What follows belongs to an exercise in optimizing a design on an open flow for small area, a short achievable clock period and few clock cycles per item; a production flow would make more cautious choices. Function was checked by simulation only, so behaviour that the tests miss may differ from the original.

## config.mk

```make
export PLATFORM = sky130hd
export DESIGN_NAME = divider
export DESIGN_NICKNAME = divider
export VERILOG_FILES = /design/flow/design.v
export SDC_FILE = /design/flow/constraint.sdc
export NUM_CORES = 4
export LEC_CHECK = 0
export CAP_MARGIN = 20
export CORE_MARGIN = 2
export CORE_UTILIZATION = 60
export SLEW_MARGIN = 20
```

## constraint.sdc

```tcl
create_clock -name core_clock -period 160.0 [get_ports {clk}]
set_input_delay 32.0000 -clock core_clock [delete_from_list [all_inputs] [get_ports {clk}]]
set_output_delay 32.0000 -clock core_clock [all_outputs]
set_load 0.01 [all_outputs]
```

## standard.sh

```bash
#!/bin/bash
# synth_recipe.tcl (not shown) runs the flow's synth.tcl, then flattens the netlist and writes it again
# the make line also repeats each setting of config.mk as NAME=value (left out here)
make -C /OpenROAD-flow-scripts/flow DESIGN_CONFIG=/design/flow/config.mk WORK_HOME=/design/flow/orfs CLKGATE_MAP_FILE= SYNTH_SCRIPT=/design/flow/synth_recipe.tcl "${@:-finish}"
```

## flow/run.sh

```bash
#!/bin/bash
cp standard.sh standard_sh.log
export BUFFER_PORTS_ARGS="-buffer_cell sky130_fd_sc_hd__buf_1"
bash standard.sh > standard.log 2>&1
```

## design.v

```verilog
module divider #(MANT_BITS=23, EXP_BITS=8)(
	input wire clk,
	input wire reset_n,
	input wire input_valid,
	input logic [EXP_BITS+MANT_BITS:0] in_a,
	input logic [EXP_BITS+MANT_BITS:0] in_b,
	output logic [EXP_BITS+MANT_BITS:0] data_out,
	output logic output_valid
);
localparam int K  = 8;
localparam int NC = 24 / K;
localparam logic [2:0] S_IDLE = 3'd0, S_FAST = 3'd1, S_DONE = 3'd2, S_CLR = 3'd3,
                       S_SPC  = 3'd4, S_DIV  = 3'd5, S_QCLR = 3'd6;
logic [2:0]  st, st_n;
logic [1:0]  fc;                  
logic [24:0] R, R_n;              
logic [23:0] B;                   
logic [23:0] Q, Q_n;              
logic signed [9:0] X, X_n;        
logic [7:0]  ea_r, eb_r;
logic        s_r;
always_ff @(posedge clk) begin
	ea_r <= in_a[30:23];
	eb_r <= in_b[30:23];
	s_r  <= in_a[31] ^ in_b[31];
	B    <= {|in_b[30:23], in_b[22:0]};
end
wire [24:0] a_in = {1'b0, |in_a[30:23], in_a[22:0]};
logic [24:0] r [0:K];
logic [K-1:0] q;                  
always_comb begin
	r[0] = R;
	for (int i = 0; i < K; i++) begin
		logic [25:0] d;
		d = {1'b0, r[i]} - {2'b0, B};
		q[K-1-i] = ~d[25];
		r[i+1] = d[25] ? {r[i][23:0], 1'b0} : {d[23:0], 1'b0};
	end
end
wire [7:0] eap = (ea_r == 8'd0) ? 8'd1 : ea_r;
wire [7:0] ebp = (eb_r == 8'd0) ? 8'd1 : eb_r;
wire signed [9:0] ea_s = {2'b0, eap};
wire signed [9:0] eb_s = {2'b0, ebp};
wire signed [9:0] Ef = ea_s - eb_s + 10'sd127;
wire a_max = &ea_r;
wire b_max = &eb_r;
wire a_min = ~|ea_r;
wire b_min = ~|eb_r;
wire a_zero = a_min && (Q[22:0] == 23'd0);       
wire b_zero = b_min && (B == 24'd0);
wire inf_sp  = a_max || (!b_max && b_zero);
wire zero_sp = b_max || a_zero;
wire q_zero = (Q == 24'd0);
wire last   = (fc == 2'(NC-1));
wire q23    = Q[K*(NC-1)-1];
wire signed [9:0] Xfast = Ef - {9'd0, ~q23};
wire fast_ok = !a_max && !b_max && !a_min && !b_min && (Xfast[9:8] == 2'b00)
               && (Xfast[7:0] != 8'd0) && (Xfast[7:0] != 8'd255);
wire signed [9:0] Dx = X - Ef;
wire zf    = (Dx <= 10'sd0);      
wire feed  = (Dx >= 10'sd25);     
wire valid = (Dx <= 10'sd25);     
wire signed [9:0] Xm1 = X - 10'sd1;
wire start = input_valid && (st == S_IDLE || st == S_DONE);
always_comb begin
	st_n = st;
	R_n  = a_in;
	Q_n  = {Q[22:0], 1'b0};
	X_n  = X;
	case (st)
		S_IDLE, S_DONE: begin
			st_n = start ? S_FAST : S_IDLE;
		end
		S_FAST: begin
			R_n = r[K];
			if (last && !q23) Q_n = {Q[22-K:0], q, 1'b0};
			else              Q_n = {Q[23-K:0], q};
			if (last) begin
				st_n = fast_ok ? S_DONE : S_CLR;
				X_n  = Xfast;
			end
		end
		S_CLR: begin
			R_n  = 25'd0;
			Q_n  = a_in[23:0];
			X_n  = Ef + 10'sd48;
			st_n = S_SPC;
		end
		S_SPC: begin
			R_n = 25'd0;
			Q_n = a_in[23:0];
			if (inf_sp) begin
				X_n = 10'sd255; st_n = S_QCLR;
			end else if (zero_sp) begin
				X_n = 10'sd0; st_n = S_QCLR;
			end else
				st_n = S_DIV;
		end
		S_DIV: begin
			R_n = {r[1][24:1], feed & Q[23]};
			Q_n = {Q[22:0], q[K-1] & ~zf};
			X_n = Xm1;
			if (valid && Q[22]) begin
				if (Xm1 >= 10'sd256 || (Xm1 == 10'sd255 && Xm1 <= Ef)) begin
					X_n = 10'sd255; st_n = S_QCLR;
				end else st_n = S_DONE;
			end else if (X <= 10'sd2) begin
				X_n = 10'sd0; st_n = valid ? S_DONE : S_QCLR;
			end else if (zf && q_zero) begin
				X_n = 10'sd0; st_n = S_DONE;
			end
		end
		S_QCLR: begin
			if (q_zero) st_n = S_DONE;
		end
		default: st_n = S_IDLE;
	endcase
end
always_ff @(posedge clk, negedge reset_n) begin
	if (!reset_n) begin
		st <= S_IDLE;
		output_valid <= 1'b0;
	end else begin
		st <= st_n;
		output_valid <= (st_n == S_DONE);
	end
end
always_ff @(posedge clk) begin
	fc <= (st == S_FAST) ? fc + 2'd1 : 2'd0;
	R <= R_n;
	Q <= Q_n;
	X <= X_n;
end
assign data_out = {s_r, X[7:0], Q[22:0]};
endmodule
```

==> results.sh, run 1 <==
export IMPL_max_cap_violations=0
export IMPL_period_needed_ps=33100
export IMPL_critPathLaunchType="register"
export IMPL_grt_max_degree=60
export IMPL_r2r_end="R[6]"
export IMPL_ant_nets=0
export IMPL_initial_utilization=0.612
export IMPL_grt_antenna_before_repair=0
export IMPL_max_stage_delay_ps=530
export IMPL_hpwl_microns=46000
export IMPL_die_x_microns=173
export IMPL_rsz0062_at_grt="false"
export IMPL_ys_flop_type="dfxtp_1"
export IMPL_ios=100
export IMPL_yosysWarnings=2
export IMPL_drt_wl_total_microns=57200
export IMPL_maxSlewViolCount=0
export IMPL_cts_inserted_buffers=9
export IMPL_worstMarginPinSlew_ps=1090
export IMPL_area_delta_synth_final_pct=4.81
export IMPL_synth_net_count=2514
export IMPL_r2r_cells=98
export IMPL_yosys_top_cells_area="ha_1 (16%), dfxtp_1 (11%), a21oi_1 (6.6%)"
export IMPL_fin_hold_ws_ps=450
export IMPL_clock_path_buffers=2
export IMPL_htree_levels=3
export IMPL_ys_seq_area_frac=0.131
export IMPL_cts_root_buf="clkbuf_16"
export IMPL_clk_latency_ps=380
export IMPL_num_rows=61
export IMPL_status="finished clean"
export IMPL_grt_pass1_wl_microns=89100
export IMPL_ctsHoldBuffers=0
export IMPL_wl_met1_microns=24400
export IMPL_top_layer="met4"
export IMPL_yosysTopAreaCell="ha_1"
export IMPL_period_share=0.207
export IMPL_startpoint="X[4]"
export IMPL_path_cells="buf_1"
export IMPL_syn_avg_cell_area_sq_um=7.70
export IMPL_routed_wl_met3_microns=4870
export IMPL_finClkSkew_ps=17.5
export IMPL_core_sq_mm=0.0279
export IMPL_clkTransAtPathRegs_ps=90
export IMPL_via_per_inst=6.54
export IMPL_setup_viol=0
export IMPL_drt_iter0_drc=1717
export IMPL_criticalPathCategory="reg -> out"
export IMPL_die_area_sq_mm=0.0299
export IMPL_cp_depth=1
export IMPL_crit_end="data_out[27]"
export IMPL_nets=2555
export IMPL_fp_dieH_microns=173
export IMPL_cp_required_ps=128000
export IMPL_wl_per_cell_microns=21.6
export IMPL_finalHoldViolCount=0
export IMPL_drt_first_pass_iters=6
export IMPL_reg2reg_from="B[18]"
export IMPL_met2_length_microns=25900
export IMPL_postCtsSetupBuffers=0
export IMPL_gp_congestion=0.972
export IMPL_fill_cells=2618
export IMPL_fmax_mhz=30.2
export IMPL_yosys_area_top_type_share=0.162
export IMPL_synth_area_sq_mm=0.0171
export IMPL_critical_path_arrival_ps=1100
export IMPL_crit_fanout=7
export IMPL_hold_path_class="reg -> reg"
export IMPL_layout_drive_gt1_share=0.0780
export IMPL_critPathBufInv=1
export IMPL_crit_slowest_cell="edfxtp_1"
export IMPL_vias=17300
export IMPL_ys_seq_elements=106
export IMPL_fin_setup_tns_ps=0
export IMPL_cts_tree="yes"
export IMPL_drc=0
export IMPL_maxSlewHeadroom=0.267
export IMPL_cp_top_family="flip-flops"
export IMPL_numPortBuffers=99
export IMPL_yosysUniqueCellTypes=94
export IMPL_grt_pass1_vias=16300
export IMPL_synthCells=2222
export IMPL_r2r_setup_slack_ps=130710
export IMPL_overflow=0
export IMPL_synth_async_reset_ratio=0.0377
export IMPL_cts_resized=0
export IMPL_grt_use_total=0.372
export IMPL_cts_num_sinks=106
export IMPL_synth_edf_count=10
export IMPL_endpoint_kind="output pin"
-- registers in the layout, indices dropped and copies added (netlist names) --
signal	count
B	24
Q	24
ea_r	8
X	10
eb_r	8
output_valid	1
st	3
s_r	1
fc	2
R	25
-- metrics by stage --
stage	instance area, sq um	util	worst slack (ps)	instances
5_1_grt	17900	0.642	126880	2646
3_3_place_gp	17600	0.631	126760	2630
6_report	17900	0.642	126900	2647
3_5_place_dp	17600	0.631	126700	2630
2_1_floorplan	17100	-	127050	2222
4_1_cts	17900	0.642	126900	2646
-- how the worst min path moves through the flow --
stage | depth (start not counted) | endpoint | from | slack [ps]
floorplan | 1 | fc[0] | fc[0] | 390
global placement | 1 | fc[0] | fc[0] | 400
detailed placement | 1 | fc[0] | fc[0] | 420
CTS | 1 | fc[0] | fc[0] | 450
global route | 1 | fc[0] | fc[0] | 460
finish | 1 | fc[0] | fc[0] | 450
-- synth_stat cells, drive strengths merged (38+ instances only) --
library cell	n
nor3	45
inv	127
nand2b	41
mux2i	47
nand2	147
mux2	92
dfxtp	92
o21a	38
a21o	65
buf	57
xnor2	125
a21oi	227
xor2	54
nor2	173
ha	221
nand3	42
o21ai	144
-- layout make-up --
| cell class | instances | area, sq um | share of cell area |
|---|---|---|---|
| diodes | 1 | 2.50 | 0.000140 |
| clock inverters | 7 | 75.1 | 0.00419 |
| well taps | 378 | 473 | 0.0264 |
| flip-flops and latches | 106 | 2240 | 0.125 |
| clock buffers | 9 | 225 | 0.0126 |
| repair buffers | 124 | 559 | 0.0312 |
| inverters | 127 | 477 | 0.0266 |
| multi-input cells | 1895 | 13900 | 0.774 |
-- metal layers --
metal	GRT usage	vias up
met2	0.615	757
met3	0.0748	131
met4	0.137	0
li1	-	8296
met5	0	-
met1	0.479	8132
-- cells in the final DEF (no fill, tap or decap), types with 45 or more instances in the layout --
cell type and instances:
nand2_1 146, a21o_1 65, buf_1 99, o21ai_0 135, ha_1 221, mux2_2 92
inv_1 126, nor3_1 45, xor2_1 54, mux2i_1 47, dfxtp_1 92, a21oi_1 225
nor2_1 171, xnor2_1 125
-- logic make-up after synthesis --
kind of cell,count (synthesis),share of synthesized area
XOR/XNOR,180,0.0930
AO/OA/AOI/OAI,735,0.287
flip-flops,106,0.131
buffers and inverters,221,0.0582
AND/OR/NAND/NOR,616,0.176
adder cells (fa/ha/maj),225,0.166
multiplexers,139,0.0881
-- worst register-to-register path, delay by kind of cell, from the launching register on --
family / cells / cell delay (ps)
AO/OA/AOI/OAI: 57 / 17170
AND/OR/NAND/NOR: 19 / 3750
adder cells (fa/ha/maj): 8 / 2980
buffers and inverters: 9 / 2580
multiplexers: 5 / 2170
flip-flops: 1 / 520
Testbench counts, summed over its fixed seeds: cycles 12,800, items 3,200.
==> inputs of run 2 (changes only) <==
--- a/design.v
+++ b/design.v
@@ -68,3 +68,3 @@
 	Q_n  = {Q[22:0], 1'b0};
-	X_n  = X;
+	X_n  = Xfast;
 	case (st)
@@ -79,3 +79,2 @@
 				st_n = fast_ok ? S_DONE : S_CLR;
-				X_n  = Xfast;
 			end
@@ -91,2 +90,3 @@
 			Q_n = a_in[23:0];
+			X_n = Ef + 10'sd48;
 			if (inf_sp) begin
@@ -113,2 +113,3 @@
 		S_QCLR: begin
+			X_n = X[0] ? 10'sd255 : 10'sd0;
 			if (q_zero) st_n = S_DONE;
==> results.sh, run 2 <==
export IMPL_status="finished clean"
export IMPL_synth_async_reset_ratio=0.0377
export IMPL_critPathLaunchType="register"
export IMPL_max_stage_delay_ps=530
export IMPL_ctsHoldBuffers=0
export IMPL_ant_nets=0
export IMPL_maxSlewHeadroom=0.376
export IMPL_nets=2527
export IMPL_grt_antenna_before_repair=0
export IMPL_worstHoldEndpoint="fc[0]"
export IMPL_num_rows=60
export IMPL_ys_flop_type="dfxtp_1"
export IMPL_min_from="fc[0]"
export IMPL_cts_resized=0
export IMPL_drt_wl_total_microns=53700
export IMPL_hpwl_microns=42800
export IMPL_overflow=0
export IMPL_wl_per_cell_microns=20.6
export IMPL_r2r_setup_slack_ps=129180
export IMPL_ys_seq_area_frac=0.129
export IMPL_cts_inserted_buffers=9
export IMPL_yosysTopAreaCell="ha_1"
export IMPL_yosysWarnings=2
export IMPL_critical_path_arrival_ps=1070
export IMPL_largest_register="R"
export IMPL_layout_common_cells="ha_1 (221), a21oi_1 (199), nor2_1 (185), nand2_1 (172), xnor2_1 (126)"
export IMPL_hold_path_class="reg -> reg"
export IMPL_synth_compound_area_share=0.282
export IMPL_finalHoldViolCount=0
export IMPL_period_share=0.207
export IMPL_grt_pass1_wl_microns=83200
export IMPL_synthAdderAreaFrac=0.171
export IMPL_htree_levels=3
export IMPL_n_antenna_cell=0
export IMPL_final_common_cell="ha_1"
export IMPL_cp_top_family="flip-flops"
export IMPL_cp_required_ps=128000
export IMPL_path_cells="buf_1"
export IMPL_synthSimpleGateAreaFrac=0.189
export IMPL_multi_input_area_sq_mm=0.0136
export IMPL_layout_drive_gt1_share=0.0567
export IMPL_synthMuxAreaShare=0.0697
export IMPL_clk_latency_ps=360
export IMPL_criticalPathCategory="reg -> out"
export IMPL_yosysUniqueCellTypes=85
export IMPL_reg2reg_from="B[1]"
export IMPL_synth_area_sq_mm=0.0167
export IMPL_via_per_inst=6.44
export IMPL_largestRegisters="R x25, B x24, Q x24"
export IMPL_cts_root_buf="clkbuf_16"
export IMPL_core_sq_mm=0.0271
export IMPL_rsz0062_at_grt="false"
export IMPL_ys_seq_elements=106
export IMPL_postCtsSetupBuffers=0
export IMPL_initial_utilization=0.615
export IMPL_synth_top_family_by_area="compound AO/OA/AOI/OAI gates"
export IMPL_cts_tree="yes"
export IMPL_synth_edf_count=1
export IMPL_clkTransAtPathRegs_ps=80
export IMPL_endpoint_kind="output pin"
export IMPL_crit_fanout=8
export IMPL_fmax_mhz=30.2
export IMPL_max_cap_violations=0
export IMPL_syn_avg_cell_area_sq_um=7.56
export IMPL_grt_pass1_vias=15200
export IMPL_period_needed_ps=33070
export IMPL_r2r_cells=118
export IMPL_gp_congestion=0.957
export IMPL_crit_slowest_cell="dfxtp_1"
export IMPL_synth_net_count=2496
export IMPL_fin_setup_tns_ps=0
export IMPL_regArea_sq_mm=0.00215
export IMPL_cts_num_sinks=106
export IMPL_numPortBuffers=99
export IMPL_drc=0
export IMPL_r2r_end="R[19]"
export IMPL_grt_use_total=0.361
export IMPL_min_path_cells=1
export IMPL_maxSlewViolCount=0
export IMPL_yosys_top_cells_count="ha_1 (221), a21oi_1 (199), nor2_1 (186)"
export IMPL_vias=16800
export IMPL_worstMarginPinSlew_ps=933
export IMPL_yosys_top_cells_area="ha_1 (17%), dfxtp_1 (12%), xnor2_1 (6.6%)"
export IMPL_yosys_area_top_type_share=0.166
export IMPL_synth_xor_area_frac=0.104
export IMPL_largest_reg_flops=25
export IMPL_die_x_microns=171
export IMPL_finClkSkew_ps=14.3
export IMPL_post_synth_top_count_cell="ha_1"
export IMPL_area_delta_synth_final_pct=4.39
export IMPL_drt_iter0_drc=1618
export IMPL_fin_util=0.642
export IMPL_die_area_sq_mm=0.0291
export IMPL_setup_viol=0
export IMPL_fill_cells=2475
export IMPL_grt_max_degree=43
export IMPL_synthCells=2204
export IMPL_critPathBufInv=1
export IMPL_fp_dieH_microns=171
export IMPL_clock_path_buffers=2
export IMPL_ios=100
export IMPL_drt_first_pass_iters=6
[run 2: cell types whose count changed after synthesis, sizes merged, moves of 17 or more]
| cell | delta |
|---|---|
| a21oi | -26 |
| a22oi | +29 |
| inv | -21 |
| mux2 | -31 |
| nand2 | +25 |
| xor2 | +17 |
[run 2: worst max path at each step]
stage | slack (ps) | depth (start not counted) | from | to
floorplan | 127170 | 6 | in_a[24] | Q[23]
global placement | 126870 | 7 | in_a[28] | Q[23]
detailed placement | 126840 | 7 | in_a[24] | Q[23]
CTS | 126940 | 1 | X[1] | data_out[24]
global route | 126880 | 1 | X[1] | data_out[24]
finish | 126930 | 1 | X[1] | data_out[24]
[run 2: kinds of logic (layout without fill, tap and decap cells)]
kind of cell,Yosys count,after routing
compound gates,711,711
xor+xnor,197,197
fa+ha+maj,225,225
buf+inv,204,240
flops,106,106
mux,108,108
simple gates,653,653
[run 2: layer usage]
layer | GRT usage | wire length, microns | vias up
met1 | 0.517 | 24800 | 7895
met5 | 0 | 0 | -
met4 | 0.0988 | 1470 | 0
met3 | 0.0451 | 4160 | 91
li1 | - | - | 8142
met2 | 0.570 | 23400 | 692
[run 2: area by class of cell]
cell class / instances / area share
Tap cell: 372 / 0.0268
Timing Repair Buffer: 118 / 0.0296
Multi-Input combinational cell: 1894 / 0.781
Clock buffer: 10 / 0.0132
Clock inverter: 6 / 0.00317
Inverter: 106 / 0.0229
Sequential cell: 106 / 0.124
[run 2: per-stage QoR]
| stage | instance area (sq um) | hold WS (ps) | setup slack (ps) | instances |
|---|---|---|---|---|
| after global routing | 17400 | 427 | 126880 | 2612 |
| after global placement | 17100 | 400 | 126870 | 2596 |
| after detailed placement | 17100 | 406 | 126840 | 2596 |
| final | 17400 | 412 | 126930 | 2612 |
| after CTS | 17400 | 416 | 126940 | 2612 |
| after floorplan | 16700 | 393 | 127170 | 2204 |
Testbench counts of run 2, summed over its fixed seeds: cycles 12,800, items 3,200.
==> inputs of run 3 (changes only) <==
--- a/config.mk
+++ b/config.mk
@@ -9,3 +9,3 @@
 export CORE_MARGIN = 2
-export CORE_UTILIZATION = 60
+export CORE_UTILIZATION = 80
 export SLEW_MARGIN = 20
==> results.sh, run 3 <==
export IMPL_status="finished clean"
export IMPL_grt_pass1_wl_microns=86800
export IMPL_initial_utilization=0.818
export IMPL_maxSlewHeadroom=0.234
export IMPL_grt_use_total=0.488
export IMPL_core_sq_mm=0.0204
export IMPL_stdcell_area_sq_mm=0.0173
export IMPL_cts_num_sinks=106
export IMPL_path_cells="buf_1"
export IMPL_ios=100
export IMPL_post_synth_top_count_cell="ha_1"
export IMPL_synth_area_sq_mm=0.0167
export IMPL_critPathLaunchType="register"
export IMPL_max_cap_violations=0
export IMPL_pre_cts_ws_ps=126840
export IMPL_largest_reg_flops=25
export IMPL_yosys_area_top_type_share=0.166
export IMPL_multi_input_area_sq_mm=0.0136
export IMPL_vias=18300
export IMPL_finalHoldViolCount=0
export IMPL_regArea_sq_mm=0.00215
export IMPL_fp_dieH_microns=148
export IMPL_period_needed_ps=33080
export IMPL_fin_hold_ws_ps=427
export IMPL_crit_fanout=8
export IMPL_placed_area_sq_mm=0.0170
export IMPL_fill_cells=1297
export IMPL_cp_required_ps=128000
export IMPL_yosysTopAreaCell="ha_1"
export IMPL_clk_latency_ps=360
export IMPL_cts_tree="yes"
export IMPL_endpoint_kind="output pin"
export IMPL_ys_flop_type="dfxtp_1"
export IMPL_fin_setup_tns_ps=0
export IMPL_largest_register="R"
export IMPL_fmax_mhz=30.2
export IMPL_setup_viol=0
export IMPL_grt_max_degree=43
export IMPL_n_antenna_cell=0
export IMPL_hold_path_class="reg -> reg"
export IMPL_layout_common_cells="ha_1 (221), a21oi_1 (199), nor2_1 (183), nand2_1 (172), xnor2_1 (126)"
export IMPL_ctsHoldBuffers=0
export IMPL_yosysUniqueCellTypes=85
export IMPL_nets=2523
export IMPL_cp_top_family="flip-flops"
export IMPL_die_area_sq_mm=0.0220
export IMPL_yosys_top_cells_count="ha_1 (221), a21oi_1 (199), nor2_1 (186)"
export IMPL_ant_nets=0
export IMPL_drt_first_pass_iters=19
export IMPL_final_common_cell="ha_1"
export IMPL_r2r_setup_slack_ps=127640
export IMPL_syn_avg_cell_area_sq_um=7.56
export IMPL_maxSlewViolCount=0
export IMPL_die_x_microns=148
export IMPL_ys_seq_area_frac=0.129
export IMPL_via_per_inst=7.29
export IMPL_criticalPathCategory="reg -> out"
export IMPL_yosys_top_cells_area="ha_1 (17%), dfxtp_1 (12%), xnor2_1 (6.6%)"
export IMPL_finClkSkew_ps=10.8
export IMPL_fin_ws_ps=126920
export IMPL_synth_edf_count=1
export IMPL_cts_root_buf="clkbuf_16"
export IMPL_largestRegisters="R x25, B x24, Q x24"
export IMPL_postCtsSetupBuffers=0
export IMPL_drc=0
export IMPL_area_delta_synth_final_pct=3.76
export IMPL_fin_util=0.849
export IMPL_grt_pass1_vias=16900
export IMPL_synthCells=2204
export IMPL_critPathBufInv=1
export IMPL_synth_async_reset_ratio=0.0377
export IMPL_yosysWarnings=2
export IMPL_wl_per_cell_microns=22.3
export IMPL_num_rows=52
export IMPL_rsz0062_at_grt="false"
export IMPL_gp_congestion=1.04
export IMPL_drt_iter0_drc=2947
export IMPL_period_share=0.207
export IMPL_worstMarginPinSlew_ps=1130
export IMPL_layout_drive_gt1_share=0.0564
export IMPL_hpwl_microns=42900
export IMPL_max_stage_delay_ps=510
export IMPL_grt_antenna_before_repair=0
export IMPL_synth_net_count=2496
export IMPL_overflow=0
export IMPL_cts_inserted_buffers=9
export IMPL_htree_levels=3
export IMPL_clock_path_buffers=2
export IMPL_crit_slowest_cell="dfxtp_1"
export IMPL_clkTransAtPathRegs_ps=80
export IMPL_ys_seq_elements=106
export IMPL_drt_wl_total_microns=55800
export IMPL_numPortBuffers=99
export IMPL_critical_path_arrival_ps=1080
export IMPL_cts_resized=0
run 3: cell counts after synthesis:
Identical to the previous run, type by type.
run 3: layout make-up:
class	instances	area share
Inverter	106	0.0230
Clock buffer	9	0.0130
Sequential cell	106	0.124
Multi-Input combinational cell	1894	0.786
Timing Repair Buffer	114	0.0280
Tap cell	270	0.0195
Clock inverter	7	0.00615
run 3: per-layer routing:
metal / GRT usage / part of all wire / vias to the layer above
met1: 0.633 / 0.38 / 8310
met3: 0.107 / 0.14 / 342
li1: - / - / 8155
met2: 0.755 / 0.42 / 1453
met5: 0 / 0 / -
met4: 0.265 / 0.063 / 0
run 3: worst paths after layout:
| check | startpoint | cells after the start | endpoint |
|---|---|---|---|
| setup / recovery | X[1] | 1 | data_out[24] |
| hold / removal | fc[0] | 1 | fc[0] |
| setup reg to reg | B[1] | 113 | R[19] |
| hold reg to reg | fc[0] | 1 | fc[0] |
| max in group asynchronous | reset_n | 1 | st[1] |
| min in group asynchronous | reset_n | 1 | st[2] |
run 3: through the flow:
stage / cells
global placement: 2490
CTS: 2506
finish: 2506
global route: 2506
detailed placement: 2490
floorplan: 2204
run 3: kinds of logic (layout without fill, tap and decap cells):
| logic type | after synthesis | in the layout | share of synthesized area |
|---|---|---|---|
| buf+inv | 204 | 236 | 0.0567 |
| mux | 108 | 108 | 0.0697 |
| flops | 106 | 106 | 0.129 |
| compound gates | 711 | 711 | 0.282 |
| xor+xnor | 197 | 197 | 0.104 |
| simple gates | 653 | 653 | 0.189 |
| fa+ha+maj | 225 | 225 | 0.171 |
==> inputs of run 4 (changes only) <==
--- a/design.v
+++ b/design.v
@@ -34,3 +34,3 @@
 		logic [25:0] d;
-		d = {1'b0, r[i]} - {2'b0, B};
+		d = {1'b0, r[i]} - {2'b0, (i == 0) ? B : {1'b1, B[22:0]}};
 		q[K-1-i] = ~d[25];
--- a/config.mk
+++ b/config.mk
@@ -9,3 +9,3 @@
 export CORE_MARGIN = 2
-export CORE_UTILIZATION = 80
+export CORE_UTILIZATION = 60
 export SLEW_MARGIN = 20
==> results.sh, run 4 <==
export IMPL_synth_area_sq_mm=0.0167
export IMPL_yosysWarnings=2
export IMPL_path_cells="buf_1"
export IMPL_max_stage_delay_ps=520
export IMPL_die_x_microns=171
export IMPL_ys_seq_elements=106
export IMPL_synth_net_count=2471
export IMPL_layout_drive_gt1_share=0.0634
export IMPL_post_synth_top_count_cell="ha_1"
export IMPL_status="finished clean"
export IMPL_largest_reg_flops=25
export IMPL_period_needed_ps=33070
export IMPL_fp_dieH_microns=171
export IMPL_wl_per_cell_microns=20.8
export IMPL_yosys_area_top_type_share=0.160
export IMPL_fin_hold_ws_ps=415
export IMPL_n_antenna_cell=0
export IMPL_maxSlewViolCount=0
export IMPL_cp_required_ps=128000
export IMPL_finalHoldViolCount=0
export IMPL_ys_flop_type="dfxtp_1"
export IMPL_cp_top_family="flip-flops"
export IMPL_largest_register="R"
export IMPL_synth_edf_count=1
export IMPL_largestRegisters="R x25, B x24, Q x24"
export IMPL_overflow=0
export IMPL_synth_async_reset_ratio=0.0377
export IMPL_cts_root_buf="clkbuf_16"
export IMPL_ant_nets=0
export IMPL_drt_wl_total_microns=54100
export IMPL_hpwl_microns=43500
export IMPL_num_rows=61
export IMPL_fin_setup_tns_ps=0
export IMPL_worstMarginPinSlew_ps=1030
export IMPL_drc=0
export IMPL_yosys_top_cells_area="ha_1 (16%), dfxtp_1 (12%), xnor2_1 (5.6%)"
export IMPL_crit_fanout=7
export IMPL_grt_pass1_wl_microns=84600
export IMPL_clkTransAtPathRegs_ps=80
export IMPL_layout_common_cells="ha_1 (214), a21oi_1 (185), nor2_1 (165), nand2_1 (154), o21ai_0 (145)"
export IMPL_grt_pass1_vias=15600
export IMPL_critPathBufInv=1
export IMPL_yosys_top_cells_count="ha_1 (214), a21oi_1 (185), nor2_1 (168)"
export IMPL_cts_tree="yes"
export IMPL_postCtsSetupBuffers=0
export IMPL_drt_first_pass_iters=5
export IMPL_fmax_mhz=30.2
export IMPL_clk_latency_ps=390
export IMPL_die_area_sq_mm=0.0292
export IMPL_ys_seq_area_frac=0.129
export IMPL_grt_antenna_before_repair=0
export IMPL_ios=100
export IMPL_critPathLaunchType="register"
export IMPL_maxSlewHeadroom=0.315
export IMPL_criticalPathCategory="reg -> out"
export IMPL_yosysUniqueCellTypes=103
export IMPL_nets=2505
export IMPL_critical_path_arrival_ps=1060
export IMPL_final_common_cell="ha_1"
export IMPL_finClkSkew_ps=22.8
export IMPL_synthCells=2186
export IMPL_clock_path_buffers=2
export IMPL_crit_slowest_cell="edfxtp_1"
export IMPL_rsz0062_at_grt="false"
export IMPL_grt_use_total=0.370
export IMPL_syn_avg_cell_area_sq_um=7.63
export IMPL_drt_iter0_drc=1809
export IMPL_cts_num_sinks=106
export IMPL_grt_max_degree=28
export IMPL_vias=16900
export IMPL_hold_path_class="reg -> reg"
export IMPL_period_share=0.207
export IMPL_setup_viol=0
export IMPL_core_sq_mm=0.0276
export IMPL_numPortBuffers=99
export IMPL_gp_congestion=0.964
export IMPL_cts_resized=0
export IMPL_yosysTopAreaCell="ha_1"
export IMPL_ctsHoldBuffers=0
export IMPL_via_per_inst=6.51
export IMPL_endpoint_kind="output pin"
export IMPL_initial_utilization=0.606
export IMPL_area_delta_synth_final_pct=4.64
export IMPL_htree_levels=3
export IMPL_max_cap_violations=0
export IMPL_cts_inserted_buffers=9
export IMPL_fill_cells=2624
## run 4: changes by cell type after synthesis, sizes merged, moves of 13 or more
| cell | change |
|---|---|
| nor2 | -15 |
| a31oi | -13 |
| xnor2 | -19 |
| o21ai | +28 |
| mux2i | -15 |
| nand2 | -18 |
## run 4: cell type report
cell class	count	area (sq um)	share of cell area
inverters	118	443	0.0254
flip-flops and latches	106	2150	0.123
clock buffers	10	239	0.0137
clock inverters	6	55.1	0.00315
multi-input cells	1869	13600	0.779
repair buffers	116	499	0.0286
well taps	378	473	0.0271
## run 4: final timing paths
check                      slack (ps)  cells past startpoint     from      endpoint
setup / recovery               126940                      1     X[0]  data_out[23]
hold / removal                    420                      1    fc[0]         fc[0]
setup reg to reg               131220                    105     B[1]         R[16]
hold reg to reg                   420                      1    fc[0]         fc[0]
max in group asynchronous      128390                      1  reset_n         st[0]
min in group asynchronous       31440                      1  reset_n  output_valid
## run 4: kinds of logic after synthesis
| kind of cell | synth area share |
|---|---|
| xor gates and xnor gates | 0.0934 |
| buffers and inverters | 0.0573 |
| and+or+nand+nor | 0.186 |
| DFF | 0.129 |
| AOI/OAI and AO/OA | 0.300 |
| muxes | 0.0694 |
| adders and majority gates | 0.165 |
## run 4: per-layer routing
metal | up-vias | track usage | share of wire
li1 | 8144 | - | -
met1 | 7979 | 0.508 | 0.44
met2 | 742 | 0.613 | 0.45
met3 | 75 | 0.0324 | 0.079
met4 | 0 | 0.115 | 0.027
met5 | - | 0 | 0
## run 4: metrics by stage
stage / worst slack [ps] / util / instance area (sq um) / cells
global route: 126900 / 0.634 / 17500 / 2603
detailed placement: 126930 / 0.623 / 17200 / 2587
CTS: 126930 / 0.634 / 17500 / 2603
finish: 126940 / 0.634 / 17500 / 2603
global placement: 126940 / 0.623 / 17200 / 2587
floorplan: 127310 / - / 16700 / 2186
Testbench counts of run 4, summed over its fixed seeds: cycles 12,800, items 3,200.

re-timing with driven ports:
How much do the figures lean on ideal ports? The routed layouts below were timed once more, with nothing changed but the port constraints. Step 1 sets driving cells, clkbuf_16 on the clock port and buf_2 on the other inputs (assumed; they add their load-dependent delay and slew). Step 2 times the ports against the registers' clock, not the clock port: input delays grow and output delays shrink by t, the midpoint of the rising clock arrivals with the driver on. Three values: ideal ports, drivers, drivers and shift; two values: the first two.
run	t (ns)	setup slack, ns	worst setup path after step 2	worst data-port slew with drivers (ns)
run 1	0.416	126.899 / 126.850 / 126.663	input to register	0.08
run 2	0.394	126.933 / 126.887 / 126.806	input to register	0.04
run 3	0.395	126.920 / 126.878 / 126.781	input to register	0.04
run 4	0.431	126.935 / 126.880 / 126.914	input to register	0.05
After both steps every run listed still meets setup and hold. For run 1, which loses most, drivers alone change the setup slack by -0.049 ns; drivers and shift together by -0.236 ns.
